Background: an optimization exercise with open tools, aiming at small area and a short achievable clock period. Do not read the settings as production practice.
Where RTL was checked, it was by simulation tests only, not by an equivalence proof against the original.
Only the layout flow was run in run 9; the RTL was not checked for function there.
Power figures rest on the tool's default switching activity, not on a simulated workload.

### design/flow/config.mk
export PLATFORM = sky130hd
export DESIGN_NAME = Microprocessor
export DESIGN_NICKNAME = Microprocessor
export VERILOG_FILES = /design/flow/design.v
export SDC_FILE = /design/flow/constraint.sdc
export NUM_CORES = 4
export LEC_CHECK = 0
export CAP_MARGIN = 0
export CORE_MARGIN = 2
export CORE_UTILIZATION = 60
export CTS_BUF_LIST = sky130_fd_sc_hd__clkbuf_16
export CTS_CLUSTER_DIAMETER = 60
export CTS_CLUSTER_SIZE = 24
export SETUP_SLACK_MARGIN = 1.5
export SLEW_MARGIN = 0
### design/flow/constraint.sdc
create_clock -name core_clock -period 9.0 [get_ports {clk_in}]
set_input_delay 1.8000 -clock core_clock [delete_from_list [all_inputs] [get_ports {clk_in}]]
set_output_delay 1.8000 -clock core_clock [all_outputs]
set_load 0.01 [all_outputs]
### design/flow/design.v
module bcd_to_7(
    input  [3:0] bcd,
    output reg [6:0] seg
    );
  always @(*) begin
    case (bcd)
      4'd0:  seg = 7'b0111111;
      4'd1:  seg = 7'b0000110;
      4'd2:  seg = 7'b1011011;
      4'd3:  seg = 7'b1001111;
      4'd4:  seg = 7'b1100110;
      4'd5:  seg = 7'b1101101;
      4'd6:  seg = 7'b1111101;
      4'd7:  seg = 7'b0000111;
      4'd8:  seg = 7'b1111111;
      4'd9:  seg = 7'b1101111;
      4'd10: seg = 7'b1110111;
      4'd11: seg = 7'b1111100;
      4'd12: seg = 7'b0111001;
      4'd13: seg = 7'b1011110;
      4'd14: seg = 7'b1111001;
      default: seg = 7'b1110001;
    endcase
  end
endmodule
module Microprocessor(
    input        clk_in,
    input        clr,
    input  [7:0] instruction,
    output [7:0] counter2,
    output [6:0] seg1,
    output [6:0] seg2,
    output [6:0] seg3,
    output [6:0] seg4,
    output [6:0] seg5,
    output [6:0] seg6
    );
  wire [1:0] op = instruction[7:6];
  wire [1:0] rs = instruction[5:4];
  wire [1:0] rt = instruction[3:2];
  wire [1:0] fi = instruction[1:0];
  wire [7:0] imm = {{6{fi[1]}}, fi};
  wire op_add  = (op == 2'b00);
  wire op_load = (op == 2'b01);
  wire op_st   = (op == 2'b10);
  wire op_br   = (op == 2'b11);
  reg [7:0] pc;
  reg [7:0] r0, r1, r2, r3;
  reg [7:0] mem [0:31];
  reg [7:0] ra, rb;
  always @(*) begin
    case (rs)
      2'd0: ra = r0;
      2'd1: ra = r1;
      2'd2: ra = r2;
      default: ra = r3;
    endcase
    case (rt)
      2'd0: rb = r0;
      2'd1: rb = r1;
      2'd2: rb = r2;
      default: rb = r3;
    endcase
  end
  wire [7:0] la  = ra + imm;
  wire [7:0] sum = ra + rb;
  wire [7:0] alu = op[0] ^ op[1] ? la : sum;
  wire [2:0] lo  = {1'b0, ra[1:0]} + {1'b0, fi};
  wire       c0  = lo[2];
  wire       cp1 = c0 & ~fi[1];
  wire       cz  = ~(c0 ^ fi[1]);
  wire       cm1 = ~c0 & fi[1];
  wire [9:0] q;
  assign q[0] = (ra[7:2] == 6'h3f);
  genvar gi;
  generate
    for (gi = 0; gi <= 8; gi = gi + 1) begin : g_q
      assign q[gi+1] = (ra[7:2] == gi);
    end
  endgenerate
  wire [7:0] p2;    
  generate
    for (gi = 0; gi < 8; gi = gi + 1) begin : g_p2
      assign p2[gi] = (cz & q[gi+1]) | (cp1 & q[gi]) | (cm1 & q[gi+2]);
    end
  endgenerate
  wire [3:0] p1;    
  generate
    for (gi = 0; gi < 4; gi = gi + 1) begin : g_p1
      assign p1[gi] = (lo[1:0] == gi);
    end
  endgenerate
  wire [31:0] sel;
  generate
    for (gi = 0; gi < 32; gi = gi + 1) begin : g_sel
      assign sel[gi] = p1[gi % 4] & p2[gi / 4];
    end
  endgenerate
  reg [7:0] ld;
  integer k;
  always @(*) begin
    ld = 8'd0;
    for (k = 0; k < 32; k = k + 1)
      ld = ld | ({8{sel[k]}} & mem[k]);
  end
  reg [7:0] disp;
  always @(*) begin
    case (op)
      2'b00: disp = sum;
      2'b01: disp = ld;
      2'b10: disp = rb;
      default: disp = 8'd0;
    endcase
  end
  wire [7:0] value = op[0] ? ld : sum;
  wire [1:0] wreg = op[0] ? rt : fi;
  always @(posedge clk_in or posedge clr) begin
    if (clr) begin
      pc <= 8'd0;
      r0 <= 8'd0;
      r1 <= 8'd0;
      r2 <= 8'd0;
      r3 <= 8'd0;
    end else begin
      pc <= pc + (op_br ? imm : 8'd0) + 8'd1;
      if (~op[1] && wreg == 2'd0) r0 <= value;
      if (~op[1] && wreg == 2'd1) r1 <= value;
      if (~op[1] && wreg == 2'd2) r2 <= value;
      if (~op[1] && wreg == 2'd3) r3 <= value;
    end
  end
  generate
    for (gi = 0; gi < 32; gi = gi + 1) begin : g_mem
      localparam [7:0] RV = (gi < 16) ? gi : (8'd0 - (gi - 16));
      always @(posedge clk_in or posedge clr) begin
        if (clr)
          mem[gi] <= RV;
        else if (op_st && sel[gi])
          mem[gi] <= rb;
      end
    end
  endgenerate
  assign counter2 = pc - 8'd1;
  bcd_to_7 u_seg1(.bcd(disp[7:4]), .seg(seg1));
  bcd_to_7 u_seg2(.bcd(disp[3:0]), .seg(seg2));
  bcd_to_7 u_seg3(.bcd(pc[7:4]),   .seg(seg3));
  bcd_to_7 u_seg4(.bcd(pc[3:0]),   .seg(seg4));
  bcd_to_7 u_seg5(.bcd(alu[7:4]),  .seg(seg5));
  bcd_to_7 u_seg6(.bcd(alu[3:0]),  .seg(seg6));
endmodule
### design/flow/flow/run.sh
#!/bin/bash
# Layout flow: the standard synthesis, then the combinational logic is
# re-mapped by ABC (flip-flops untouched: same instances, names and cells),
# then the standard layout from floorplan to finish.
set -euo pipefail
W=$(pwd)
R=$W/orfs/results/sky130hd/Microprocessor/base
LIB=$FLOW_HOME/platforms/sky130hd/lib/sky130_fd_sc_hd__tt_025C_1v80.lib
EXTRA=()
[[ -f flow/make_args.txt ]] && mapfile -t EXTRA < flow/make_args.txt

bash standard.sh "${EXTRA[@]}" synth > synth_std.log 2>&1

# combinational cell models from the liberty file
python3 flow/gen_cells.py $LIB > comb_cells.v

DU=""
for c in $(sed -n '/DONT_USE_CELLS += /,/^#/p' $FLOW_HOME/platforms/sky130hd/config.mk | grep -o 'sky130_fd_sc_hd__[a-z0-9_]*'); do
  DU="$DU -dont_use $c"
done

cp $R/1_2_yosys.v $R/1_2_yosys_std.v
cat > resynth.ys <<EOY
read_verilog comb_cells.v
read_liberty -lib -ignore_redef $LIB
read_verilog $R/1_2_yosys_std.v
hierarchy -top $FLOW_TOP
flatten
hierarchy -top $FLOW_TOP
read_liberty -lib -ignore_redef $LIB
opt -purge
techmap
opt -fast
abc -script $W/flow/resyn.abc $(cat flow/abc_args.txt 2>/dev/null || true) -liberty $LIB $DU
opt_clean -purge
hilomap -singleton -hicell sky130_fd_sc_hd__conb_1 HI -locell sky130_fd_sc_hd__conb_1 LO
splitnets
opt_clean -purge
insbuf -buf sky130_fd_sc_hd__buf_4 A X
check -assert -mapped
tee -o resynth_stat.txt stat -liberty $LIB
write_verilog -noattr -noexpr -nohex -nodec $W/resynth_out.v
EOY
yosys -s resynth.ys > resynth.log 2>&1
cp $W/resynth_out.v $R/1_2_yosys.v
rm -f $R/1_synth.odb $R/1_synth.sdc

bash standard.sh "${EXTRA[@]}" finish > layout.log 2>&1
### design/flow/flow/abc_args.txt
-D 9000
### design/flow/flow/gen_cells.py
# Writes a Verilog model of every combinational cell of a liberty file (its
# output functions as assigns), so yosys can re-map the combinational logic.
import re, sys
t = open(sys.argv[1]).read()
def block(s, start):
    d = 1; i = start
    while d:
        c = s[i]
        if c == '{': d += 1
        elif c == '}': d -= 1
        i += 1
    return s[start:i]
def conv(f):
    f = f.replace('!', '~')
    f = re.sub(r'(\w)\s+(?=[\w(~])', r'\1&', f)
    f = re.sub(r'\)\s+(?=[\w(~])', r')&', f)
    return f.replace('*', '&').replace('+', '|')
out = []
for m in re.finditer(r'\n\s*cell\s*\(\s*"?(\w+)"?\s*\)\s*\{', t):
    body = block(t, m.end())
    if re.search(r'\b(ff|latch|statetable)\s*\(', body):
        continue
    pins = []
    for pm in re.finditer(r'\n\s*pin\s*\(\s*"?(\w+)"?\s*\)\s*\{', body):
        pb = block(body, pm.end())
        dm = re.search(r'direction\s*:\s*"?(\w+)', pb)
        fm = re.search(r'\bfunction\s*:\s*"([^"]*)"', pb)
        pins.append((pm.group(1), dm.group(1) if dm else None, fm.group(1) if fm else None))
    outs = [p for p in pins if p[1] == 'output']
    ins = [p for p in pins if p[1] == 'input']
    if not outs or any(o[2] is None for o in outs):
        continue
    decl = ', '.join(['input ' + p[0] for p in ins] + ['output ' + p[0] for p in outs])
    s = 'module %s(%s);\n' % (m.group(1), decl)
    for o in outs:
        s += '  assign %s = %s;\n' % (o[0], conv(o[2]))
    out.append(s + 'endmodule\n')
sys.stdout.write(''.join(out))
### design/flow/flow/make_args.txt
ADDER_MAP_FILE=
BUFFER_PORTS_ARGS=-buffer_cell sky130_fd_sc_hd__buf_1
### design/flow/flow/resyn.abc
strash
&get -n
&st
&syn2
&dch
&nf
&put
topo
stime -c
buffer -c
upsize -c
dnsize -c
### design/flow/standard.sh
#!/bin/bash
# synth_recipe.tcl (not shown) runs the flow's synth.tcl, then flattens the netlist and writes it again
# the make line also repeats each setting of config.mk as NAME=value (left out here)
make -C /OpenROAD-flow-scripts/flow DESIGN_CONFIG=/design/flow/config.mk WORK_HOME=/design/flow/orfs CLKGATE_MAP_FILE= SYNTH_SCRIPT=/design/flow/synth_recipe.tcl "${@:-finish}"
==> results of run 1 <==
==> worst register-to-register path: cells and delay by family, from the launching register on <==
family          cells  cell delay [ns]
compound gates      7             2.26
mux                 1             0.66
simple gates        2             0.57
flops               1             0.49
buf+inv             1             0.25
==> how the worst max path moves through the flow <==
stage                     cells after the start      startpoint  slack [ns]  endpoint
final                                        16  instruction[4]        1.34   seg2[0]
after global routing                         16  instruction[4]        1.33   seg2[0]
after CTS                                    14  instruction[4]        1.48   seg2[0]
after detailed placement                     13  instruction[4]        0.53   seg1[2]
after global placement                       13  instruction[4]        0.45   seg1[2]
after floorplan                              14  instruction[4]        2.00   seg2[0]
==> through the flow <==
step / utilization, % / hold WS [ns] / power [mW]
after global routing: 70.5 / 0.505 / 7.94
after CTS: 68.5 / 0.485 / 7.22
final: 70.5 / 0.485 / 7.54
after detailed placement: 61.8 / 0.470 / 5.54
after floorplan: - / 0.449 / 4.79
after global placement: 61.8 / 0.460 / 5.47
==> registers in the layout (all words and copies together), names as in the netlist <==
name / flops
r1: 8
r2: 8
r0: 8
mem: 256
r3: 8
pc: 8
==> placed cells by master (no fill, tap or decap), types with 6 or more instances in the layout <==
cell type and instances:
nor2b_1 8, o22ai_1 11, nor3_1 21, nor2_1 269
nor3_2 6, a32oi_1 7, and3_1 8, a211oi_1 7
a22o_1 8, nand3_1 16, mux2i_1 7, a222oi_1 27
a221oi_1 6, xnor2_1 38, o21ai_1 8, inv_1 14
nand2b_1 11, buf_4 99, a22oi_1 42, buf_12 8
buf_1 49, dfstp_2 124, xor2_1 14, a21oi_1 252
nand2_1 181, o21ai_0 127, dfrtp_1 172, clkbuf_16 30
and2_1 7, inv_12 8, mux2_2 15, or3_1 8
a31oi_1 22, mux4_2 12, nand4_1 8
==> routing by layer <==
layer / share of wire (%) / vias to the layer above
met4: 6.6 / 0
li1: - / 6576
met2: 44 / 878
met5: 0 / -
met3: 9.7 / 239
met1: 40 / 7162
==> power groups by stage <==
stage	Combinational, mW	Sequential (mW)	Clock, mW
floorplan	2.50	2.29	0
finish	3.69	2.47	1.38
global placement	3.03	2.44	0
detailed placement	3.09	2.45	0
global route	3.97	2.53	1.44
CTS	3.38	2.45	1.39
==> final cells by class <==
cell class,instances,area (µm²)
Multi-Input combinational cell,1324,8350
Fill cell,2157,7870
Sequential cell,296,7560
Timing Repair Buffer,173,1260
Clock buffer,29,726
Tap cell,341,427
Clock inverter,23,393
Inverter,17,67.6
==> what timing repair did <==
item | CTS | global route
pin swaps | 21 | 27
setup endpoints to repair | 21 | 21
gates resized for setup | 53 | 70
gates cloned | 6 | 1
buffers inserted | 40 | 26
==> flow_summary.toml, run 1 <==
[pwr]
pwr-share-clk_pct = 18.3
p_sw_share_pct = 45.5
power_leakage_nw = 7.41
power.switching_mw = 3.43
cell_internal_pwr_mw = 4.11
pwr-share-comb_pct = 48.9
ir_drop_mv = 0.258
power_frac_seq_pct = 32.8
power_density_nw_per_um2 = 402

[final_layout]
layout.nets = 1850
area_growth_syn_to_layout_pct = 16.4
final_cell_area_um2 = 18800
n_antenna_cell = 0
instances_no_fill = 2203
post_route_cells_drive_above_1_share_pct = 23.3

[run]
maxCapViolations = 0

[setup_path]
worstPathCellList = "buf_12, buf_6, mux4_2, or4_4, buf_4, a21oi_1, a22oi_1, nor3_2, a2111oi_2, nand4b_1, o211ai_1, buf_4, and2_1, or3_1, o211a_1, buf_1"
path_delay_family = "simple AND/OR/NAND/NOR gates"
cp-end-kind = "primary output"
worstPathRequired_ns = 7.20
crit_type = "in -> out"
path_max_fanout = 7
r2r-start = "r0[0]$_DFFE_PP0P_"
start_kind = "input pin"
slowest_stage = "or4_4"
reg2reg_setup_slack_ns = 4.61
crit_buf_inv = 5
crit_path_frequent_cell = "buf_4"
critPathMaxStageDelay_ns = 0.59
reg2reg_depth = 11
crit_arrival_ns = 5.86
worstReg2RegEnd = "r0[2]$_DFFE_PP0P_"

[clock_tree]
cts_buffer_depth = 3
numCtsBuffers = 28
root_buffer = "clkbuf_16"
cts_tree = "done"
clkSlewWorstSetupHoldPaths_ns = 0.08
clk_latency_ns = 0.58
cts_max_level = 1
cts_hold_buf = 0
cts.sinks = 296

[placement]
dpl_worst_slack_ns = 0.535
portBuffers = 59
place_area_um2 = 16500
place.gp.congestion = 1.04
dp_hpwl_um = 35000
dp.cells = 2078

[routing]
wl_per_cell_um = 25.3
drt-total-wl_um = 55600
drtPass1Iterations = 6
vias_per_cell = 6.74
vias = 14855
drc_errors = 0
first_iter_violations = 1762
ant_nets = 0

[global_routing]
grt_max_degree = 186
grtUsageMet2_pct = 59.6
top_usage_layer = "met2"
gr-usage-met1_pct = 53.4
use_met3_pct = 8.37
overflow = 0
grt_pass1_vias = 14063
antenna_found_initial = 0
grt_usage_pct = 39.4
grt_pass1_wl_um = 84900

[synthesis]
synth_cells = 1791
synth_nets = 1801
yosys_warnings = 3
syn-cell-area_um2 = 16100
syn_avg_cell_area_um2 = 9.01

[floorplan]
die_w_um = 168
die-area_um2 = 28200
start_util_pct = 60.6
io_pins = 60
core_area_um2 = 26700
core.rowCount = 60
fp.dieH_um = 168

[min_path]
hold_depth = 2
hp-start = "mem[17][7]$_DFFE_PP1P_"
min_path_type = "reg -> reg"
worstHoldEndpoint = "mem[17][7]$_DFFE_PP1P_"

[sta]
slew_headroom_pct = 14.9
hold_viol = 0
slew_violations = 0
setup_viol = 0
setup_ws_ns = 1.34
worst_clock_skew_ns = 0.0280
tightest_slew_ns = 1.27
fin_crit_sh_pct = 85.1
fmaxAchievable_mhz = 131
grt_setup_unrepaired = "true"
finalSetupTns_ns = 0
fin_crit_ns = 7.66

[status]
outcome = "timing/DRC/antenna clean"
==> run 2: changes to the inputs <==
==> design/flow/flow/make_args.txt (replaced) <==
ADDER_MAP_FILE=
--- a/design/flow/config.mk
+++ b/design/flow/config.mk
@@ -12,4 +12,4 @@
 export CTS_CLUSTER_DIAMETER = 60
 export CTS_CLUSTER_SIZE = 24
-export SETUP_SLACK_MARGIN = 1.5
+export SETUP_SLACK_MARGIN = 0.2
 export SLEW_MARGIN = 0
==> flow_summary.toml, run 2 <==
[sta]
worst_clock_skew_ns = 0.0301
slew_violations = 0
whs_ns = 0.480
finalSetupTns_ns = 0
hold_viol = 0
fin_crit_sh_pct = 96.7
fin_crit_ns = 8.70
tightest_slew_ns = 1.31
setup_viol = 0
grt_setup_unrepaired = "true"
fmaxAchievable_mhz = 115
slew_headroom_pct = 12.2

[placement]
portBuffers = 59
dp_hpwl_um = 37400
place.gp.congestion = 1.01
place_area_um2 = 17100

[global_routing]
antenna_found_initial = 0
grt_usage_pct = 38.5
overflow = 0
grt_pass1_wl_um = 83400
grt_pass1_vias = 13986
grt_max_degree = 157

[routing]
drt-total-wl_um = 53700
wl_per_cell_um = 24.8
drtPass1Iterations = 6
first_iter_violations = 1571
ant_nets = 0
drc_errors = 0
vias_per_cell = 6.71
vias = 14550

[floorplan]
core.rowCount = 60
io_pins = 60
core_area_um2 = 26700
die_w_um = 168
fp.dieH_um = 168
die-area_um2 = 28200
start_util_pct = 60.6

[clock_tree]
cts.sinks = 296
clkSlewWorstSetupHoldPaths_ns = 0.07
clk_latency_ns = 0.60
cts_buffer_depth = 3
root_buffer = "clkbuf_16"
cts_hold_buf = 0
cts_tree = "done"
numCtsBuffers = 27
cts_max_level = 1
postCtsSetupBuffers = 0

[pwr]
power_density_nw_per_um2 = 403
power_leakage_nw = 7.18
ir_drop_mv = 0.230

[final_layout]
n_antenna_cell = 0
largest_reg_flops = 256
layout_commonest_cell = "nor2_1"
layout.nets = 1815
final_cell_area_um2 = 18200
final_cell_mix = "272 x nor2_1, 255 x a21oi_1, 187 x nand2_1"
area_growth_syn_to_layout_pct = 12.7
post_route_cells_drive_above_1_share_pct = 18.5
regMostFlops = "mem"

[setup_path]
cp-startpoint = "instruction[5]"
path_max_fanout = 54
start_kind = "input pin"
r2r-start = "r2[0]$_DFFE_PP0P_"
crit_arrival_ns = 6.90
cp-end-kind = "primary output"
crit_type = "in -> out"
worstPathRequired_ns = 7.20

[min_path]
min_path_type = "reg -> reg"
hp-start = "mem[27][4]$_DFFE_PP1P_"

[synthesis]
yosys_warnings = 3
synth_nets = 1801
synth_cells = 1791
syn-cell-area_um2 = 16100
syn_avg_cell_area_um2 = 9.01

[status]
outcome = "timing/DRC/antenna clean"

[run]
maxCapViolations = 0
[run 2: timing repair]
action                                  in CTS  in global routing
resized for setup                            4                  5
endpoints found under the hold margin        0                  0
endpoints found under the setup margin       6                 13
[run 2: report_power, final]
group          internal [mW]  total (mW)  switching (mW)  leakage (nW)
logic                   1.47        3.59            2.12          3.14
clock network          0.634        1.29           0.656         0.489
registers               2.01        2.45           0.440          3.55
total                   4.11        7.33            3.22          7.18
[run 2: worst paths after layout]
| check | endpoint | slack, ns | depth (start not counted) |
|---|---|---|---|
| min in group asynchronous | mem[21][2]$_DFFE_PP0P_ | 1.82 | 3 |
| max in group asynchronous | mem[8][7]$_DFFE_PP0P_ | 5.71 | 4 |
| min reg2reg | mem[27][4]$_DFFE_PP1P_ | 0.48 | 2 |
| max | seg1[3] | 0.30 | 15 |
| min | mem[27][4]$_DFFE_PP1P_ | 0.48 | 2 |
| max reg2reg | r2[7]$_DFFE_PP0P_ | 4.30 | 11 |
[run 2: metal layers]
metal	up-vias	share of wire (%)	wire length, µm	global-route usage, %
met1	7164	40	21300	52.0
li1	6490	-	-	-
met4	0	5.2	2810	18.3
met3	149	8.9	4770	6.84
met2	747	46	24800	60.8
met5	-	0	0	0
[run 2: per-stage QoR]
stage                     util, %  power, mW  std cells  setup slack [ns]
after floorplan                 -       4.79       1791              2.00
after global placement       64.3       5.86       2117             0.186
after detailed placement     64.3       5.95       2117            0.0664
after CTS                    68.2       7.25       2167             0.418
after global routing         68.3       7.74       2167             0.175
final                        68.3       7.33       2167             0.300
[run 2: critical path, stage by stage]
cell	delay, ns
clkdlybuf4s50_1	0.50
buf_4	0.20
mux4_2	0.44
buf_4	0.26
xnor2_4	0.20
mux2i_4	0.23
buf_12	0.21
a222oi_1	0.39
a21oi_1	0.19
a2111o_1	0.51
nor3_1	0.59
o22ai_4	0.24
o2111a_1	0.28
o21ai_0	0.21
clkdlybuf4s50_1	0.58
[run 2: layout make-up]
class / instances / area, µm²
clock buffer: 28 / 701
inverter: 17 / 67.6
fill: 2145 / 8450
sequential: 296 / 7560
tap: 341 / 427
timing repair buffer: 144 / 1280
multi-input combinational: 1319 / 7850
clock inverter: 22 / 312
==> run 3: changes to the inputs <==
==> design/flow/flow/make_args.txt (replaced) <==
ADDER_MAP_FILE=
BUFFER_PORTS_ARGS=-buffer_cell sky130_fd_sc_hd__buf_1
CTS_ARGS=-sink_clustering_enable -repair_clock_nets -dont_use_dummy_load -buf_list sky130_fd_sc_hd__clkbuf_16 -sink_clustering_size 30 -sink_clustering_max_diameter 80
--- a/design/flow/config.mk
+++ b/design/flow/config.mk
@@ -9,7 +9,4 @@
 export CORE_MARGIN = 2
 export CORE_UTILIZATION = 60
-export CTS_BUF_LIST = sky130_fd_sc_hd__clkbuf_16
-export CTS_CLUSTER_DIAMETER = 60
-export CTS_CLUSTER_SIZE = 24
-export SETUP_SLACK_MARGIN = 0.2
+export SETUP_SLACK_MARGIN = 2.5
 export SLEW_MARGIN = 0
==> flow_summary.toml, run 3 <==
[status]
outcome = "timing/DRC/antenna clean"

[setup_path]
worstPathRequired_ns = 7.20
crit_type = "in -> out"
crit_path_frequent_cell = "buf_4"
worstPathCellList = "buf_12, buf_12, mux4_2, buf_4, buf_4, buf_4, inv_1, or4_4, o21ai_2, buf_6, a32oi_1, a31o_2, o2111ai_4, o22ai_4, or3_1, or3_1, o211a_1, buf_2"
critPathMaxStageDelay_ns = 0.56
crit_arrival_ns = 5.72
reg2reg_setup_slack_ns = 4.65
crit_buf_inv = 8
slowest_stage = "or4_4"
path_delay_family = "simple AND/OR/NAND/NOR gates"
path_max_fanout = 10
r2r-start = "r0[1]$_DFFE_PP0P_"
reg2reg_depth = 13
cp-end-kind = "primary output"
start_kind = "input pin"
worstReg2RegEnd = "r0[2]$_DFFE_PP0P_"

[global_routing]
overflow = 0
antenna_found_initial = 0
grt_pass1_wl_um = 87500
grt_max_degree = 145
grt_pass1_vias = 14632
grt_usage_pct = 40.3

[pwr]
cell_internal_pwr_mw = 4.02
power_frac_seq_pct = 33.3
ir_drop_mv = 0.224
p_total_mw = 7.42
power_density_nw_per_um2 = 390
power_leakage_nw = 7.55
power.switching_mw = 3.40
pwr-share-clk_pct = 9.9
pwr-share-comb_pct = 56.9
p_sw_share_pct = 45.9

[sta]
fmaxAchievable_mhz = 133
grt_setup_unrepaired = "true"
finalSetupTns_ns = 0
hold_viol = 0
slew_headroom_pct = 12.7
worst_clock_skew_ns = 0.0922
tightest_slew_ns = 1.31
fin_crit_ns = 7.52
setup_viol = 0
fin_crit_sh_pct = 83.5
slew_violations = 0

[routing]
first_iter_violations = 2037
drtPass1Iterations = 7
ant_nets = 0
vias_per_cell = 6.86
drt-total-wl_um = 57000
vias = 15254
drc_errors = 0
wl_per_cell_um = 25.6

[final_layout]
area_growth_syn_to_layout_pct = 18.0
fillerInstances = 2020
n_antenna_cell = 0
largest_reg_flops = 256
layout.nets = 1895
layout_commonest_cell = "nor2_1"
final_cell_mix = "267 x nor2_1, 245 x a21oi_1, 180 x nand2_1"
postLayoutCoreUtil_pct = 71.4
post_route_cells_drive_above_1_share_pct = 28.2
regMostFlops = "mem"

[clock_tree]
cts_buffer_depth = 3
cts_hold_buf = 0
cts_tree = "done"
numCtsBuffers = 15
clk_latency_ns = 0.55
root_buffer = "clkbuf_16"
cts_max_level = 1
cts.sinks = 296
clkSlewWorstSetupHoldPaths_ns = 0.05

[floorplan]
die_w_um = 168
fp.dieH_um = 168
io_pins = 60
start_util_pct = 60.6
die-area_um2 = 28200
core.rowCount = 60
core_area_um2 = 26700

[min_path]
hp-start = "mem[17][3]$_DFFE_PP1P_"
worstHoldEndpoint = "mem[17][3]$_DFFE_PP1P_"
min_path_type = "reg -> reg"
hold_depth = 2

[synthesis]
synth_cells = 1791
syn_avg_cell_area_um2 = 9.01
yosys_warnings = 3
synth_nets = 1801
syn-cell-area_um2 = 16100

[run]
maxCapViolations = 0

[placement]
place.gp.congestion = 1.04
dp_hpwl_um = 35400
portBuffers = 59
## run 3: cell types whose count changed in the layout (fill, tap and decap cells not counted), sizes merged
cell / delta
o21ai: +1
dlygate4sd2: -1
inv: -16
clkinv: -5
mux4: +2
clkdlybuf4s50: -58
o22ai: +1
clkinvlp: -1
buf: +145
clkbuf: -12
bufbuf: +1
## run 3: repair_timing
item                                    4_1_cts  5_1_grt
endpoints found under the setup margin       28       27
gates resized for setup                     161       60
pin swaps                                    66       19
cloned                                        5        0
hold endpoints to repair                      0        0
setup buffers                               107       22
## run 3: worst reg2reg max path, cell delays in order, from the launching register on
cell,delay (ns)
dfrtp_1,0.43
mux4_2,0.63
xnor2_4,0.20
buf_6,0.14
mux2i_4,0.26
buf_12,0.20
a222oi_1,0.41
a22oi_1,0.16
a2111oi_2,0.38
o2111ai_2,0.27
buf_4,0.22
or3_1,0.31
o21ai_0,0.37
o21ai_0,0.20
## run 3: power by group through the flow
stage | clock network (mW) | logic (mW) | registers, mW
floorplan | 0 | 2.59 | 2.29
global placement | 0 | 3.07 | 2.45
detailed placement | 0 | 3.13 | 2.46
CTS | 0.730 | 3.77 | 2.45
global route | 0.779 | 4.47 | 2.53
finish | 0.732 | 4.22 | 2.47
## run 3: area by class of cell
cell class	count	area, µm²	area share [%]
Tap cell	341	427	2.24
Sequential cell	296	7560	39.7
Timing Repair Buffer	232	1790	9.40
Multi-Input combinational cell	1323	8820	46.3
Clock buffer	15	375	1.97
Inverter	17	68.8	0.361
## run 3: how the worst max path moves through the flow
| stage | start | endpoint | slack [ns] | cells past startpoint |
|---|---|---|---|---|
| final | instruction[4] | seg2[0] | 1.48 | 18 |
| after global routing | instruction[4] | seg2[0] | 1.40 | 18 |
| after CTS | instruction[5] | seg2[0] | 1.64 | 14 |
| after detailed placement | instruction[4] | seg2[0] | 0.83 | 14 |
| after global placement | instruction[4] | seg2[0] | 0.83 | 14 |
| after floorplan | instruction[4] | seg2[0] | 2.14 | 14 |
## run 3: stage by stage
stage          cell area, µm²  hold WS, ns  std cells  setup slack [ns]
6_report                19000        0.489       2224              1.48
5_1_grt                 19000        0.507       2224              1.40
3_3_place_gp            16600        0.464       2075             0.832
4_1_cts                 18600        0.488       2202              1.64
2_1_floorplan           16400        0.449       1791              2.14
3_5_place_dp            16600        0.472       2075             0.829
## run 3: metal layers
layer  global-route usage [%]  vias to the layer above  wire length (µm)
li1                         -                     6612                 -
met1                     55.2                     7378             22100
met2                     59.9                      988             24700
met3                     8.18                      274              6040
met4                     23.3                        2              4170
met5                     2.09                        -                60
==> run 4: changes to the inputs <==
==> design/flow/flow/resyn.abc (replaced) <==
strash
&get -n
&st
&syn2
&dch
&nf -R 1000
&put
==> flow_summary.toml, run 4 <==
[setup_path]
worstPathRequired_ns = 7.20
cp-end-kind = "primary output"
start_kind = "input pin"
crit_type = "in -> out"
crit_arrival_ns = 5.89
path_max_fanout = 8

[floorplan]
core.rowCount = 57
io_pins = 60
die-area_um2 = 26200
die_w_um = 162
core_area_um2 = 24400
start_util_pct = 61.3
fp.dieH_um = 162

[clock_tree]
root_buffer = "clkbuf_16"
cts.sinks = 296
clk_latency_ns = 0.52
cts_tree = "done"
cts_buffer_depth = 3
numCtsBuffers = 15
clkSlewWorstSetupHoldPaths_ns = 0.10
cts_max_level = 1

[min_path]
min_path_type = "reg -> reg"

[routing]
ant_nets = 0
first_iter_violations = 1916
wl_per_cell_um = 23.8
drtPass1Iterations = 8
drc_errors = 0
vias_per_cell = 6.69
drt-total-wl_um = 51100
vias = 14358

[sta]
tightest_slew_ns = 1.26
setup_viol = 0
whs_ns = 0.486
slew_violations = 0
fin_crit_ns = 7.69
slew_headroom_pct = 15.4
finalSetupTns_ns = 0
hold_viol = 0
setup_ws_ns = 1.31
grt_setup_unrepaired = "true"
worst_clock_skew_ns = 0.0503
fin_crit_sh_pct = 85.5
fmaxAchievable_mhz = 130

[synthesis]
synth_cells = 1635
synth_nets = 1645
syn_avg_cell_area_um2 = 9.15
syn-cell-area_um2 = 15000
yosys_warnings = 3

[run]
maxCapViolations = 0

[final_layout]
fillerInstances = 1842
largest_reg_flops = 256
regMostFlops = "mem"
final_cell_area_um2 = 18100
post_route_cells_drive_above_1_share_pct = 26.7
area_growth_syn_to_layout_pct = 21.0
layout.nets = 1834
layout_commonest_cell = "nor2_1"
final_cell_mix = "272 x nor2_1, 238 x a21oi_1, 173 x nand2_1"

[placement]
dp_hpwl_um = 32300
portBuffers = 59
place.gp.congestion = 1.01
place_area_um2 = 15900
dpl_worst_slack_ns = 0.374

[pwr]
power_density_nw_per_um2 = 383
p_total_mw = 6.93
power_leakage_nw = 7.22
ir_drop_mv = 0.236

[global_routing]
grt_pass1_wl_um = 78000
grt_max_degree = 158
grt_pass1_vias = 13711
antenna_found_initial = 0
grt_usage_pct = 38.1
overflow = 0

[status]
outcome = "timing/DRC/antenna clean"
-- run 4: final timing paths --
path,start,endpoint,slack [ns],depth (start not counted)
max in group asynchronous,clr,mem[10][0]$_DFFE_PP0P_,6.36,3
min in group asynchronous,clr,r0[6]$_DFFE_PP0P_,1.30,2
hold reg to reg,mem[17][6]$_DFFE_PP1P_,mem[17][6]$_DFFE_PP1P_,0.49,2
setup reg to reg,r0[0]$_DFFE_PP0P_,r3[0]$_DFFE_PP0P_,4.80,17
hold / removal,mem[17][6]$_DFFE_PP1P_,mem[17][6]$_DFFE_PP1P_,0.49,2
setup / recovery,instruction[4],seg1[3],1.31,21
-- run 4: repair_timing --
| action | 4_1_cts | 5_1_grt |
|---|---|---|
| hold buffers | 0 | 0 |
| setup endpoints to repair | 28 | 28 |
| cloned | 5 | 2 |
| pin swaps | 58 | 40 |
| resized for setup | 137 | 91 |
| setup buffers | 76 | 35 |
-- run 4: cell type report --
| class | count | area [µm²] | share of cell area, % |
|---|---|---|---|
| antenna | 1 | 2.50 | 0.0138 |
| timing repair buffer | 219 | 1700 | 9.39 |
| multi-input combinational | 1274 | 7970 | 44.0 |
| sequential | 296 | 7560 | 41.8 |
| inverter | 18 | 90.1 | 0.498 |
| tap | 324 | 405 | 2.24 |
| clock buffer | 15 | 375 | 2.07 |
-- run 4: worst max-delay path, cell delays in order --
cell      delay (ns)
buf_12          0.10
mux4_2          0.58
and2_4          0.20
nor2_4          0.15
nor2_4          0.05
a21o_4          0.21
buf_12          0.15
buf_8           0.12
buf_16          0.12
a222oi_1        0.46
o32ai_1         0.22
a21oi_1         0.16
nand3_1         0.12
nor3_2          0.31
buf_4           0.23
buf_6           0.11
nor2_4          0.04
buf_4           0.15
o21ai_0         0.27
a21o_1          0.19
buf_2           0.14
-- run 4: layer usage --
metal / vias up / GRT usage [%] / part of all wire, %
met5: - / 0 / 0
met4: 0 / 17.0 / 5.8
met3: 215 / 6.15 / 9.7
met2: 884 / 59.8 / 45
met1: 6943 / 52.9 / 39
li1: 6316 / - / -
-- run 4: report_power, final --
part | switching, mW | total, mW | internal (mW)
logic | 2.25 | 3.82 | 1.56
clock network | 0.419 | 0.720 | 0.301
registers | 0.428 | 2.40 | 1.97
total | 3.10 | 6.93 | 3.83
-- run 4: stage by stage --
step | cells | utilization (%)
3_3_place_gp | 2013 | 65.2
4_1_cts | 2109 | 71.6
6_report | 2147 | 74.2
3_5_place_dp | 2013 | 65.2
2_1_floorplan | 1635 | -
5_1_grt | 2146 | 74.2
==> run 5: changes to the inputs <==
==> design/flow/flow/abc_args.txt (replaced) <==
==> design/flow/flow/make_args.txt (replaced) <==
ADDER_MAP_FILE=
BUFFER_PORTS_ARGS=-buffer_cell sky130_fd_sc_hd__buf_1
CTS_ARGS=-sink_clustering_enable -repair_clock_nets -dont_use_dummy_load -buf_list sky130_fd_sc_hd__clkbuf_16 -sink_clustering_size 26 -sink_clustering_max_diameter 70
==> design/flow/flow/resyn.abc (replaced) <==
strash
&get -n
&st
&syn2
&dch
&put
dch
map -D 2000
topo
stime -c
buffer -c
upsize -c
dnsize -c
==> flow_summary.toml, run 5 <==
[status]
outcome = "failed layout checks"
check.faults = "max-capacitance violations, max-slew violations"

[floorplan]
die_w_um = 169
core.rowCount = 60
start_util_pct = 60.8
core_area_um2 = 26900
io_pins = 60
die-area_um2 = 28600
fp.dieH_um = 169

[placement]
portBuffers = 59
dp_hpwl_um = 36700
place.gp.congestion = 1.00
dpl_worst_slack_ns = 0.888

[pwr]
ir_drop_mv = 0.171
p_total_mw = 5.56
power_leakage_nw = 8.82
power_density_nw_per_um2 = 273

[setup_path]
worstReg2RegEnd = "mem[10][5]$_DFFE_PP0P_"
reg2reg_setup_slack_ns = 3.19
cp-end-kind = "primary output"
start_kind = "input pin"
worstPathCellList = "buf_12, buf_12, a21oi_4, o21ai_4, and2_4, nand2_8, nand3_4, nor2_4, nor3_4, o21ai_4, nor2_4, buf_6, a22oi_2, o21ai_2, a211oi_2, nand3_2, nand3_4, inv_6, nand2_4, nand2_2, a32oi_1, buf_2"
worstPathRequired_ns = 7.20
cp-startpoint = "instruction[4]"
path_max_fanout = 8
critPathMaxStageDelay_ns = 0.36
reg2reg_depth = 41
crit_type = "in -> out"
crit_arrival_ns = 5.07
crit_buf_inv = 5
r2r-start = "r3[0]$_DFFE_PP0P_"
slowest_stage = "a211oi_2"
path_delay_family = "compound AO/OA/AOI/OAI gates"

[routing]
drt-total-wl_um = 61000
drtPass1Iterations = 9
first_iter_violations = 2147
ant_nets = 0
drc_errors = 0
wl_per_cell_um = 23.9
vias = 16603
vias_per_cell = 6.52

[final_layout]
postLayoutCoreUtil_pct = 75.7
layout.nets = 2216
n_antenna_cell = 0
final_cell_mix = "385 x nand2_1, 255 x o21ai_0, 186 x nor2_1"
largest_reg_flops = 256
post_route_cells_drive_above_1_share_pct = 30.9
regMostFlops = "mem"
area_growth_syn_to_layout_pct = 24.4
layout_commonest_cell = "nand2_1"

[sta]
finalSetupTns_ns = 0
fin_crit_sh_pct = 76.3
grt_setup_unrepaired = "true"
setup_viol = 0
fmaxAchievable_mhz = 146
setup_ws_ns = 2.13
hold_viol = 0
slew_headroom_pct = -0.259
tightest_slew_ns = 1.50
fin_crit_ns = 6.87
slew_violations = 1
worst_clock_skew_ns = 0.0646

[synthesis]
yosys_warnings = 3
syn_avg_cell_area_um2 = 7.98
synth_nets = 2060
synth_cells = 2050
syn-cell-area_um2 = 16300

[global_routing]
overflow = 0
grt_max_degree = 171
grt_pass1_wl_um = 90800
antenna_found_initial = 0
grt_usage_pct = 41.7
grt_pass1_vias = 15402

[min_path]
hp-start = "r2[5]$_DFFE_PP0P_"
hold_depth = 2
worstHoldEndpoint = "r2[5]$_DFFE_PP0P_"
min_path_type = "reg -> reg"

[clock_tree]
cts_hold_buf = 0
cts_max_level = 1
clkSlewWorstSetupHoldPaths_ns = 0.06
cts.sinks = 296
cts_buffer_depth = 3
clk_latency_ns = 0.56
numCtsBuffers = 21
root_buffer = "clkbuf_16"
cts_tree = "done"

[run]
maxCapViolations = 1
run 5: cell count changes in the layout (fill, tap and decap cells not counted), moves of 20 or more:
| cell | delta |
|---|---|
| nand3_1 | +20 |
| a21oi_1 | -107 |
| a222oi_1 | -38 |
| nor2_1 | -86 |
| nand2_1 | +212 |
| o21ai_0 | +143 |
| inv_1 | +132 |
| nand2_2 | +30 |
| xnor2_1 | -33 |
| nand2_4 | +31 |
| nand3_2 | +20 |
| buf_4 | +35 |
run 5: final cells by class:
class / count / area (µm²)
clock buffer: 21 / 526
fill: 1913 / 6540
multi-input combinational: 1449 / 8760
timing repair buffer: 275 / 2340
sequential: 296 / 7560
tap: 341 / 427
timing repair inverter: 1 / 5.00
inverter: 162 / 718
run 5: power by group:
part / switching (mW) / total, mW / leakage (nW) / internal [mW]
Sequential: 0.279 / 2.09 / 3.44 / 1.81
Clock: 0.460 / 0.874 / 0.259 / 0.413
Combinational: 1.65 / 2.59 / 5.12 / 0.943
run 5: layer usage:
layer	vias up	share of wire, %	global-route usage (%)
li1	7198	-	-
met3	361	12	10.3
met1	7854	36	53.3
met4	2	8.5	27.6
met2	1188	44	63.4
met5	-	0.031	0.348
run 5: worst max path at each step:
stage / to / slack (ns) / cells past startpoint
after floorplan: seg2[1] / 3.01 / 22
after global placement: seg1[1] / 0.97 / 20
after detailed placement: seg1[1] / 0.89 / 20
after CTS: seg1[0] / 2.38 / 20
after global routing: seg2[6] / 2.06 / 21
final: seg2[3] / 2.13 / 22
run 5: worst reg2reg max path, delay by kind of cell, from the launching register on:
family	cells	cell delay, ns
buffers and inverters	28	3.61
AO/OA/AOI/OAI	4	0.64
AND/OR/NAND/NOR	9	1.04
flip-flops	1	0.47
run 5: repair_timing:
action,in CTS,in global routing
pin swaps,83,104
gates cloned,6,1
gates resized for setup,235,190
setup endpoints to repair,28,36
setup buffers,128,56
run 5: through the flow:
stage	hold WS, ns	cells	instance area [µm²]
floorplan	0.453	2050	16400
global placement	0.467	2333	16400
global route	0.505	2545	20300
detailed placement	0.474	2333	16400
finish	0.487	2545	20300
CTS	0.490	2488	19100
==> run 6: changes to the inputs <==
==> design/flow/flow/resyn.abc (replaced) <==
strash
&get -n
&st
&syn2
&dch
&put
dch
map -D 2000
==> flow_summary.toml, run 6 <==
[global_routing]
grt_max_degree = 180
grt_pass1_wl_um = 88200
grtUsageMet2_pct = 65.6
top_usage_layer = "met2"
overflow = 0
use_met3_pct = 12.9
gr-usage-met1_pct = 54.9
grt_pass1_vias = 15231
grt_usage_pct = 43.3
antenna_found_initial = 4

[synthesis]
synth_nets = 1965
yosys_warnings = 3
syn-cell-area_um2 = 15500
syn_avg_cell_area_um2 = 7.94
synth_cells = 1955

[routing]
drt-total-wl_um = 63400
vias_per_cell = 6.73
vias = 16816
wl_per_cell_um = 25.4
first_iter_violations = 2418
ant_nets = 0
drtPass1Iterations = 9
drc_errors = 0

[floorplan]
core_area_um2 = 25300
io_pins = 60
fp.dieH_um = 165
die-area_um2 = 27200
start_util_pct = 61.3
core.rowCount = 58
die_w_um = 165

[sta]
fmaxAchievable_mhz = 137
setup_viol = 0
grt_setup_unrepaired = "true"
finalSetupTns_ns = 0
worst_clock_skew_ns = 0.0620
whs_ns = 0.489
hold_viol = 0
fin_crit_ns = 7.30
slew_headroom_pct = 2.11
slew_violations = 0
tightest_slew_ns = 1.46
fin_crit_sh_pct = 81.1

[final_layout]
instances_no_fill = 2498
area_growth_syn_to_layout_pct = 28.4
layout.nets = 2178
fillerInstances = 1682
layout_commonest_cell = "nand2_1"
final_cell_mix = "389 x nand2_1, 252 x o21ai_0, 188 x nor2_1"
largest_reg_flops = 256
area.sequential_um2 = 7560
multi_input_area_um2 = 8760
post_route_cells_drive_above_1_share_pct = 29.8
regMostFlops = "mem"
final_cell_area_um2 = 19900

[clock_tree]
cts_max_level = 1
clkSlewWorstSetupHoldPaths_ns = 0.09
numCtsBuffers = 19
cts.sinks = 296
clk_latency_ns = 0.55
root_buffer = "clkbuf_16"
cts_hold_buf = 0
cts_tree = "done"
cts_buffer_depth = 3

[setup_path]
start_kind = "input pin"
reg2reg_setup_slack_ns = 4.80
crit_type = "in -> out"
worstReg2RegEnd = "mem[13][5]$_DFFE_PP0P_"
path_max_fanout = 20
crit_arrival_ns = 5.50
r2r-start = "r1[0]$_DFFE_PP0P_"
reg2reg_depth = 14
worstPathRequired_ns = 7.20
cp-end-kind = "primary output"

[placement]
dp.cells = 2339
dp_hpwl_um = 37100
place.gp.congestion = 1.09
place_area_um2 = 16300
portBuffers = 59

[run]
maxCapViolations = 0

[min_path]
hp-start = "mem[30][4]$_DFFE_PP1P_"
hold_depth = 2
worstHoldEndpoint = "mem[30][4]$_DFFE_PP1P_"
min_path_type = "reg -> reg"

[pwr]
p_total_mw = 5.63
ir_drop_mv = 0.245
power_leakage_nw = 7.99
power_density_nw_per_um2 = 282

[status]
outcome = "timing/DRC/antenna clean"
run 6: per-stage QoR:
| step | utilization [%] | setup slack (ns) |
|---|---|---|
| global placement | 64.4 | 0.920 |
| CTS | 75.1 | 2.35 |
| finish | 78.7 | 1.70 |
| global route | 78.7 | 1.57 |
| floorplan | - | 2.51 |
| detailed placement | 64.4 | 0.783 |
run 6: worst max-delay path by stage:
stage	startpoint	end	slack (ns)	cells past startpoint
floorplan	instruction[4]	seg1[1]	2.51	20
global placement	instruction[4]	seg1[1]	0.92	22
detailed placement	instruction[4]	seg1[1]	0.78	22
CTS	instruction[4]	seg2[2]	2.35	21
global route	instruction[6]	seg2[5]	1.57	11
finish	instruction[6]	seg2[5]	1.70	11
run 6: area by class of cell:
class,instances,area share (%)
multi-input cells,1450,44.0
flip-flops and latches,296,37.9
repair buffers,238,9.67
inverters,162,3.92
clock buffers,19,2.38
well taps,330,2.07
repair inverters,1,0.0565
diodes,2,0.0251
run 6: what timing repair did:
action	CTS	global route
pin swaps	94	76
endpoints found under the setup margin	28	28
setup buffers	91	41
gates cloned	3	3
resized for setup	379	132
hold endpoints to repair	0	0
run 6: layer usage:
layer / share of wire (%) / vias up
met3: 14 / 415
met2: 42 / 1344
met4: 8.5 / 9
li1: - / 7146
met1: 35 / 7902
met5: 0.32 / -
run 6: critical path: stages:
cell and delay [ns]:
buf_1 0.07, buf_4 0.35, clkinv_1 0.14, buf_4 0.26, nor2_1 0.88, clkinv_1 1.01, nand3_4 0.36, clkinv_4 0.12
buf_4 0.15, a21oi_1 0.16, buf_2 0.16
run 6: power by group:
group	switching [mW]	leakage, nW	internal (mW)
logic	1.77	4.32	0.950
clock network	0.452	0.234	0.377
registers	0.271	3.44	1.81
total	2.49	7.99	3.14
==> run 7: changes to the inputs <==
==> design/flow/flow/resyn.abc (replaced) <==
strash
&get -n
&st
&syn2
&dch
&nf -R 1000
&put
--- a/design/flow/config.mk
+++ b/design/flow/config.mk
@@ -11,2 +11,3 @@
 export SETUP_SLACK_MARGIN = 2.5
 export SLEW_MARGIN = 0
+export TNS_END_PERCENT = 10
==> flow_summary.toml, run 7 <==
[min_path]
hp-start = "mem[24][3]$_DFFE_PP1P_"
min_path_type = "reg -> reg"
worstHoldEndpoint = "mem[24][3]$_DFFE_PP1P_"
hold_depth = 2

[final_layout]
fillerInstances = 1919
final_cell_mix = "278 x nor2_1, 245 x a21oi_1, 177 x nand2_1"
layout_commonest_cell = "nor2_1"
area_growth_syn_to_layout_pct = 16.3
regMostFlops = "mem"
n_antenna_cell = 0
layout.nets = 1786
postLayoutCoreUtil_pct = 71.3
largest_reg_flops = 256
post_route_cells_drive_above_1_share_pct = 21.4

[synthesis]
synth_nets = 1645
yosys_warnings = 3
syn_avg_cell_area_um2 = 9.15
synth_cells = 1635
syn-cell-area_um2 = 15000

[routing]
ant_nets = 0
vias_per_cell = 6.62
vias = 13894
wl_per_cell_um = 24.2
drt-total-wl_um = 50900
drc_errors = 0
drtPass1Iterations = 8
first_iter_violations = 1841

[floorplan]
io_pins = 60
die-area_um2 = 26200
core.rowCount = 57
die_w_um = 162
fp.dieH_um = 162
start_util_pct = 61.3
core_area_um2 = 24400

[clock_tree]
clkSlewWorstSetupHoldPaths_ns = 0.07
cts.sinks = 296
root_buffer = "clkbuf_16"
cts_hold_buf = 0
clk_latency_ns = 0.54
numCtsBuffers = 18
cts_buffer_depth = 3
cts_max_level = 1
cts_tree = "done"

[sta]
fmaxAchievable_mhz = 127
grt_setup_unrepaired = "true"
setup_viol = 0
worst_clock_skew_ns = 0.0705
finalSetupTns_ns = 0
fin_crit_sh_pct = 87.6
slew_headroom_pct = 14.7
fin_crit_ns = 7.88
slew_violations = 0
hold_viol = 0
tightest_slew_ns = 1.27

[setup_path]
crit_type = "in -> out"
crit_arrival_ns = 6.08
cp-end-kind = "primary output"
start_kind = "input pin"
path_max_fanout = 8
r2r-start = "r0[1]$_DFFE_PP0P_"
reg2reg_depth = 18
worstPathRequired_ns = 7.20
worstReg2RegEnd = "r3[6]$_DFFE_PP0P_"
reg2reg_setup_slack_ns = 4.58

[placement]
place.gp.congestion = 1.03
portBuffers = 59
dp_hpwl_um = 32900

[global_routing]
overflow = 0
grt_usage_pct = 38.9
grt_max_degree = 185
grt_pass1_wl_um = 78500
antenna_found_initial = 1
grt_pass1_vias = 13363

[pwr]
ir_drop_mv = 0.245
power_leakage_nw = 6.86
p_total_mw = 6.61
power_density_nw_per_um2 = 380

[status]
outcome = "timing/DRC/antenna clean"

[run]
maxCapViolations = 0
-- run 7: per-layer routing --
metal	vias to the layer above	wire, µm	track usage (%)
met5	-	11	0
met4	2	2780	17.6
met3	179	4840	8.07
met2	778	23200	60.9
met1	6711	20000	52.9
li1	6224	-	-
-- run 7: power breakdown --
| part | internal [mW] | switching [mW] |
|---|---|---|
| clock network | 0.358 | 0.438 |
| registers | 1.97 | 0.428 |
| logic | 1.31 | 2.11 |
| total | 3.64 | 2.97 |
-- run 7: worst max-delay path by stage --
stage	startpoint	to	slack, ns	depth (start not counted)
after floorplan	instruction[4]	seg1[3]	1.76	18
after global placement	instruction[4]	seg2[0]	0.39	22
after detailed placement	instruction[4]	seg1[5]	0.42	19
after CTS	instruction[4]	seg1[3]	1.47	19
after global routing	instruction[0]	seg2[0]	1.03	18
final	instruction[4]	seg2[0]	1.12	17
-- run 7: worst max-delay path, cell delays in order --
cell      delay [ns]
buf_12          0.10
mux4_2          0.63
or3_1           0.48
nand2b_2        0.30
or4_1           0.62
nand2_1         0.25
a22oi_1         0.19
nor2_2          0.19
nor4_4          0.06
o211ai_1        0.16
o21ai_1         0.15
nand2b_4        0.20
buf_6           0.13
buf_4           0.13
nor4_1          0.43
a211oi_2        0.07
buf_2           0.17
-- run 7: what timing repair did --
item,4_1_cts,5_1_grt
buffers inserted,49,18
resized for setup,82,41
cloned,5,0
pin swaps,37,35
setup endpoints to repair,28,28
-- run 7: final cells by class --
class / count / area, µm² / area share [%]
Multi-Input combinational cell: 1274 / 7680 / 44.1
Sequential cell: 296 / 7560 / 43.5
Timing Repair Buffer: 168 / 1230 / 7.07
Clock buffer: 18 / 450 / 2.59
Tap cell: 324 / 405 / 2.33
Inverter: 18 / 76.3 / 0.439
-- run 7: through the flow --
step	std cells	hold WS (ns)	worst slack, ns	instance area (µm²)
after floorplan	1635	0.449	1.76	15200
after global placement	2008	0.463	0.393	15900
after detailed placement	2008	0.472	0.417	15900
after CTS	2080	0.485	1.47	17100
after global routing	2098	0.507	1.03	17400
final	2098	0.481	1.12	17400
==> run 8: changes to the inputs <==
--- a/design/flow/config.mk
+++ b/design/flow/config.mk
@@ -9,5 +9,5 @@
 export CORE_MARGIN = 2
 export CORE_UTILIZATION = 60
-export SETUP_SLACK_MARGIN = 2.5
+export SETUP_SLACK_MARGIN = 3.5
 export SLEW_MARGIN = 0
 export TNS_END_PERCENT = 10
==> flow_summary.toml, run 8 <==
[sta]
hold_viol = 0
fmaxAchievable_mhz = 131
whs_ns = 0.486
setup_viol = 0
tightest_slew_ns = 1.21
fin_crit_sh_pct = 84.9
worst_clock_skew_ns = 0.0650
slew_headroom_pct = 18.8
setup_ws_ns = 1.36
finalSetupTns_ns = 0
slew_violations = 0
grt_setup_unrepaired = "true"
fin_crit_ns = 7.64

[run]
maxCapViolations = 0

[clock_tree]
numCtsBuffers = 19
cts_max_level = 1
root_buffer = "clkbuf_16"
cts_tree = "done"
cts.sinks = 296
cts_buffer_depth = 3
clk_latency_ns = 0.54
clkSlewWorstSetupHoldPaths_ns = 0.08

[setup_path]
crit_type = "in -> out"
crit_arrival_ns = 5.84
worstPathRequired_ns = 7.20
worstPathCellList = "buf_8, buf_8, mux4_2, and2_4, nor2_4, buf_4, nor2_4, buf_6, a222oi_1, o22ai_1, a2111oi_2, buf_4, nand3_2, nor3_4, buf_6, nor2_4, nand2_2, clkinv_1, o22ai_1, a211o_1, buf_2"
start_kind = "input pin"
critPathMaxStageDelay_ns = 0.58
crit_path_frequent_cell = "nor2_4"
cp-end-kind = "primary output"
slowest_stage = "mux4_2"
path_max_fanout = 8

[synthesis]
yosys_warnings = 3
syn-cell-area_um2 = 15000
syn_avg_cell_area_um2 = 9.15
synth_cells = 1635
synth_nets = 1645

[placement]
dpl_worst_slack_ns = 0.536
dp.cells = 2022
portBuffers = 59
dp_hpwl_um = 32800
place_area_um2 = 16000
place.gp.congestion = 1.03

[pwr]
power.switching_mw = 2.99
pwr-share-clk_pct = 12.1
ir_drop_mv = 0.231
power_density_nw_per_um2 = 378
p_total_mw = 6.72
cell_internal_pwr_mw = 3.73
pwr-share-comb_pct = 52.2
p_sw_share_pct = 44.5
power_frac_seq_pct = 35.7
power_leakage_nw = 7.03

[global_routing]
antenna_found_initial = 0
grt_max_degree = 135
grt_pass1_vias = 13244
overflow = 0
grt_usage_pct = 39.1
grt_pass1_wl_um = 78600

[floorplan]
die_w_um = 162
core.rowCount = 57
die-area_um2 = 26200
start_util_pct = 61.3
fp.dieH_um = 162
core_area_um2 = 24400
io_pins = 60

[routing]
drtPass1Iterations = 8
drc_errors = 0
first_iter_violations = 1811
ant_nets = 0
wl_per_cell_um = 23.8
drt-total-wl_um = 50600
vias_per_cell = 6.58
vias = 13979

[final_layout]
largest_reg_flops = 256
regMostFlops = "mem"
layout.nets = 1812
instances_no_fill = 2124
postLayoutCoreUtil_pct = 72.8
n_antenna_cell = 0
final_cell_mix = "280 x nor2_1, 241 x a21oi_1, 175 x nand2_1"
layout_commonest_cell = "nor2_1"
post_route_cells_drive_above_1_share_pct = 23.7
area_growth_syn_to_layout_pct = 18.6
final_cell_area_um2 = 17700

[status]
outcome = "timing/DRC/antenna clean"

[min_path]
min_path_type = "reg -> reg"
-- run 8: layout make-up --
cell class	instances	area [µm²]
multi-input cells	1272	7790
well taps	324	405
flip-flops and latches	296	7560
inverters	18	87.6
fillers	1811	6650
clock buffers	19	475
repair buffers	195	1420
-- run 8: routing by layer --
| metal | wire length, µm | share of wire [%] | GRT usage (%) |
|---|---|---|---|
| met1 | 20200 | 40 | 54.2 |
| met2 | 22900 | 45 | 60.6 |
| met3 | 4790 | 9.5 | 6.41 |
| met4 | 2680 | 5.3 | 18.6 |
| met5 | 0 | 0 | 0 |
-- run 8: worst max-delay path: cells and delay by family --
kind | cells | cell delay [ns]
AO/OA/AOI/OAI | 5 | 1.43
buffers and inverters | 8 | 1.04
multiplexers | 1 | 0.58
AND/OR/NAND/NOR | 7 | 0.96
-- run 8: worst paths after layout --
path | from | endpoint | slack, ns | cells past startpoint
max in group asynchronous | clr | mem[14][6]$_DFFE_PP0P_ | 5.99 | 3
worst max register to register | r2[1]$_DFFE_PP0P_ | r1[6]$_DFFE_PP0P_ | 4.77 | 16
worst max-delay path | instruction[4] | seg1[0] | 1.36 | 21
worst min register to register | mem[25][4]$_DFFE_PP1P_ | mem[25][4]$_DFFE_PP1P_ | 0.49 | 2
worst min-delay path | mem[25][4]$_DFFE_PP1P_ | mem[25][4]$_DFFE_PP1P_ | 0.49 | 2
min in group asynchronous | clr | r2[6]$_DFFE_PP0P_ | 1.43 | 2
-- run 8: power by group through the flow --
stage	logic, mW	clock network (mW)	registers, mW
after floorplan	2.32	0	2.24
final	3.50	0.810	2.40
after global routing	3.77	0.858	2.46
after CTS	3.31	0.815	2.38
after detailed placement	2.93	0	2.39
after global placement	2.87	0	2.38
-- run 8: timing repair --
item                                    CTS  global route
hold buffers                              0             0
gates cloned                              4             0
gates resized for setup                 112            33
endpoints found under the setup margin   93            32
pin swaps                                50            23
setup buffers                            59            20
==> run 9: changes to the inputs <==
--- a/design/flow/design.v
+++ b/design/flow/design.v
@@ -133,10 +133,12 @@
     for (gi = 0; gi < 32; gi = gi + 1) begin : g_mem
       localparam [7:0] RV = (gi < 16) ? gi : (8'd0 - (gi - 16));
+      reg [7:0] mx;
       always @(posedge clk_in or posedge clr) begin
         if (clr)
-          mem[gi] <= RV;
+          mx <= 8'd0;
         else if (op_st && sel[gi])
-          mem[gi] <= rb;
+          mx <= rb ^ RV;
       end
+      always @(*) mem[gi] = mx ^ RV;
     end
   endgenerate
--- a/design/flow/config.mk
+++ b/design/flow/config.mk
@@ -9,5 +9,4 @@
 export CORE_MARGIN = 2
 export CORE_UTILIZATION = 60
-export SETUP_SLACK_MARGIN = 3.5
+export SETUP_SLACK_MARGIN = 2.5
 export SLEW_MARGIN = 0
-export TNS_END_PERCENT = 10
==> flow_summary.toml, run 9 <==
[status]
outcome = "timing/DRC/antenna clean"

[clock_tree]
clk_latency_ns = 0.53
numCtsBuffers = 19
cts_tree = "done"
cts_buffer_depth = 3
cts.sinks = 296
root_buffer = "clkbuf_16"
clkSlewWorstSetupHoldPaths_ns = 0.06
cts_max_level = 1

[sta]
slew_violations = 0
setup_viol = 0
tightest_slew_ns = 1.24
hold_viol = 0
grt_setup_unrepaired = "true"
fin_crit_sh_pct = 85.9
slew_headroom_pct = 17.6
worst_clock_skew_ns = 0.0535
fmaxAchievable_mhz = 129
fin_crit_ns = 7.73
finalSetupTns_ns = 0
setup_ws_ns = 1.27

[final_layout]
postLayoutCoreUtil_pct = 75.4
final_cell_area_um2 = 18400
multi_input_area_um2 = 8300
area_growth_syn_to_layout_pct = 22.6
fillerInstances = 1762
regMostFlops = "g_mem.mx"
n_antenna_cell = 0
largest_reg_flops = 256
post_route_cells_drive_above_1_share_pct = 21.5
area.sequential_um2 = 7410
final_cell_mix = "296 x dfrtp_1, 261 x nor2_1, 223 x nand2_1"
layout.nets = 1930
layout_commonest_cell = "dfrtp_1"

[setup_path]
reg2reg_depth = 19
cp-end-kind = "primary output"
critPathMaxStageDelay_ns = 0.55
start_kind = "input pin"
path_delay_family = "adder cells"
crit_buf_inv = 6
slowest_stage = "mux4_2"
worstPathRequired_ns = 7.20
crit_path_frequent_cell = "buf_6"
crit_type = "in -> out"
worstPathCellList = "buf_8, mux4_2, buf_6, buf_6, and2_4, nor2_4, a21oi_2, maj3_2, maj3_2, maj3_2, a21o_1, o21ai_4, xor2_1, nor2_1, xnor2_1, o22ai_2, buf_6, buf_6, a21oi_4, nor2_4, a221oi_2, buf_2"
cp_num_cells = 22
path_max_fanout = 4
crit_arrival_ns = 5.93

[run]
maxCapViolations = 0

[routing]
route.met3.wl_um = 7820
drt-total-wl_um = 58500
wl_met2_um = 24800
wl_per_cell_um = 26.1
drtPass1Iterations = 7
vias_per_cell = 6.84
vias = 15337
drc_errors = 0
ant_nets = 0
drt-met1-wl_um = 22100
first_iter_violations = 2363
highest_layer = "met4"

[global_routing]
grt_max_degree = 154
grt_pass1_wl_um = 86000
grt_usage_pct = 43.4
overflow = 0
antenna_found_initial = 0
grt_pass1_vias = 14193

[synthesis]
syn-cell-area_um2 = 15000
synth_nets = 1714
synth_cells = 1704
syn_avg_cell_area_um2 = 8.82
yosys_warnings = 3

[pwr]
cell_internal_pwr_mw = 3.88
pwr-share-comb_pct = 57.9
p_sw_share_pct = 46.6
power_leakage_nw = 7.95
power.switching_mw = 3.39
pwr-share-clk_pct = 11.2
ir_drop_mv = 0.314
power_frac_seq_pct = 31.0
power_density_nw_per_um2 = 395

[floorplan]
die-area_um2 = 26300
fp.dieH_um = 162
core.rowCount = 57
core_area_um2 = 24500
io_pins = 60
start_util_pct = 61.4
die_w_um = 162

[placement]
portBuffers = 59
place.gp.congestion = 1.05
place_area_um2 = 16100
dp_hpwl_um = 36300
dpl_worst_slack_ns = 0.688

[min_path]
min_path_type = "reg -> reg"
hold_depth = 2
-- run 9: layout make-up --
class                           instances  area share, %
Tap cell                              324           2.20
Inverter                                9          0.278
Timing Repair Buffer                  242           9.73
Multi-Input combinational cell       1352           45.0
Sequential cell                       296           40.2
Clock buffer                           19           2.58
-- run 9: worst paths after layout --
check                                             from                          end  slack [ns]
max                                     instruction[4]                      seg1[6]        1.27
min                        g_mem[19].mx[1]$_DFFE_PP0P_  g_mem[19].mx[1]$_DFFE_PP0P_        0.48
max reg2reg                          r2[0]$_DFFE_PP0P_            r3[5]$_DFFE_PP0P_        4.77
min reg2reg                g_mem[19].mx[1]$_DFFE_PP0P_  g_mem[19].mx[1]$_DFFE_PP0P_        0.48
max in group asynchronous                          clr            r3[4]$_DFFE_PP0P_        6.21
min in group asynchronous                          clr  g_mem[22].mx[2]$_DFFE_PP0P_        1.41
-- run 9: what timing repair did --
| item | in CTS | in global routing |
|---|---|---|
| setup endpoints to repair | 28 | 28 |
| hold buffers | 0 | 0 |
| resized for setup | 148 | 73 |
| cloned | 3 | 0 |
| buffers inserted | 100 | 33 |
| pin swaps | 67 | 36 |
-- run 9: power by group through the flow --
stage	registers [mW]	clock network (mW)	logic, mW
CTS	2.23	0.814	3.69
floorplan	2.10	0	2.42
detailed placement	2.24	0	3.05
finish	2.25	0.812	4.21
global placement	2.24	0	2.98
global route	2.31	0.854	4.44
-- run 9: worst reg2reg max path, delay by kind of cell (launching register included) --
kind | cells | cell delay (ns)
AOI/OAI and AO/OA | 6 | 1.12
buffers and inverters | 6 | 0.96
muxes | 2 | 0.85
and+or+nand+nor | 5 | 0.75
DFF | 1 | 0.44
-- run 9: metal layers --
layer | up-vias | global-route usage, %
li1 | 6576 | -
met3 | 300 | 12.8
met4 | 0 | 20.4
met1 | 7310 | 60.2
met2 | 1151 | 63.0
met5 | - | 0
-- run 9: through the flow --
stage	power (mW)	hold WS (ns)	std cells
floorplan	4.52	0.445	1704
global placement	5.22	0.457	2087
detailed placement	5.30	0.466	2087
CTS	6.74	0.483	2209
global route	7.60	0.510	2242
finish	7.27	0.484	2242

## re-timing with driven ports
In the flow no input, the clock included, has a driving cell. The finished layouts below were timed again as built, in two steps.
Step 1 (the two cells are an assumption about what drives the block):
set clk [get_ports {clk_in}]
set_driving_cell -lib_cell sky130_fd_sc_hd__clkbuf_16 $clk
set_driving_cell -lib_cell sky130_fd_sc_hd__buf_2 [delete_from_list [all_inputs] $clk]
Step 2 times the ports against the registers' clock, not the clock port: input delays grow and output delays shrink by t, the midpoint of the rising clock arrivals with the driver on.
a / b / c = no drivers / after step 1 / after step 2; a / b = the first two.
run	t (ns)	slack for setup (ns)	worst setup path at the end	pins driven straight from the clock port
run 1	0.619	1.343 / 1.276 / 1.276	input to output	1
run 2	0.634	0.300 / 0.265 / 0.265	input to output	1
run 3	0.556	1.482 / 1.421 / 1.421	input to output	1
run 4	0.547	1.307 / 1.237 / 1.237	input to output	1
run 5	0.578	2.130 / 2.067 / 1.603	input to register	1
run 6	0.577	1.703 / 1.671 / 1.671	input to output	1
run 7	0.553	1.119 / 1.054 / 1.054	input to output	1
run 8	0.561	1.356 / 1.286 / 1.286	input to output	1
run 9	0.555	1.266 / 1.216 / 1.216	input to output	1
For run 5, which loses most, drivers alone change the setup slack by -0.063 ns; drivers and shift together by -0.527 ns.
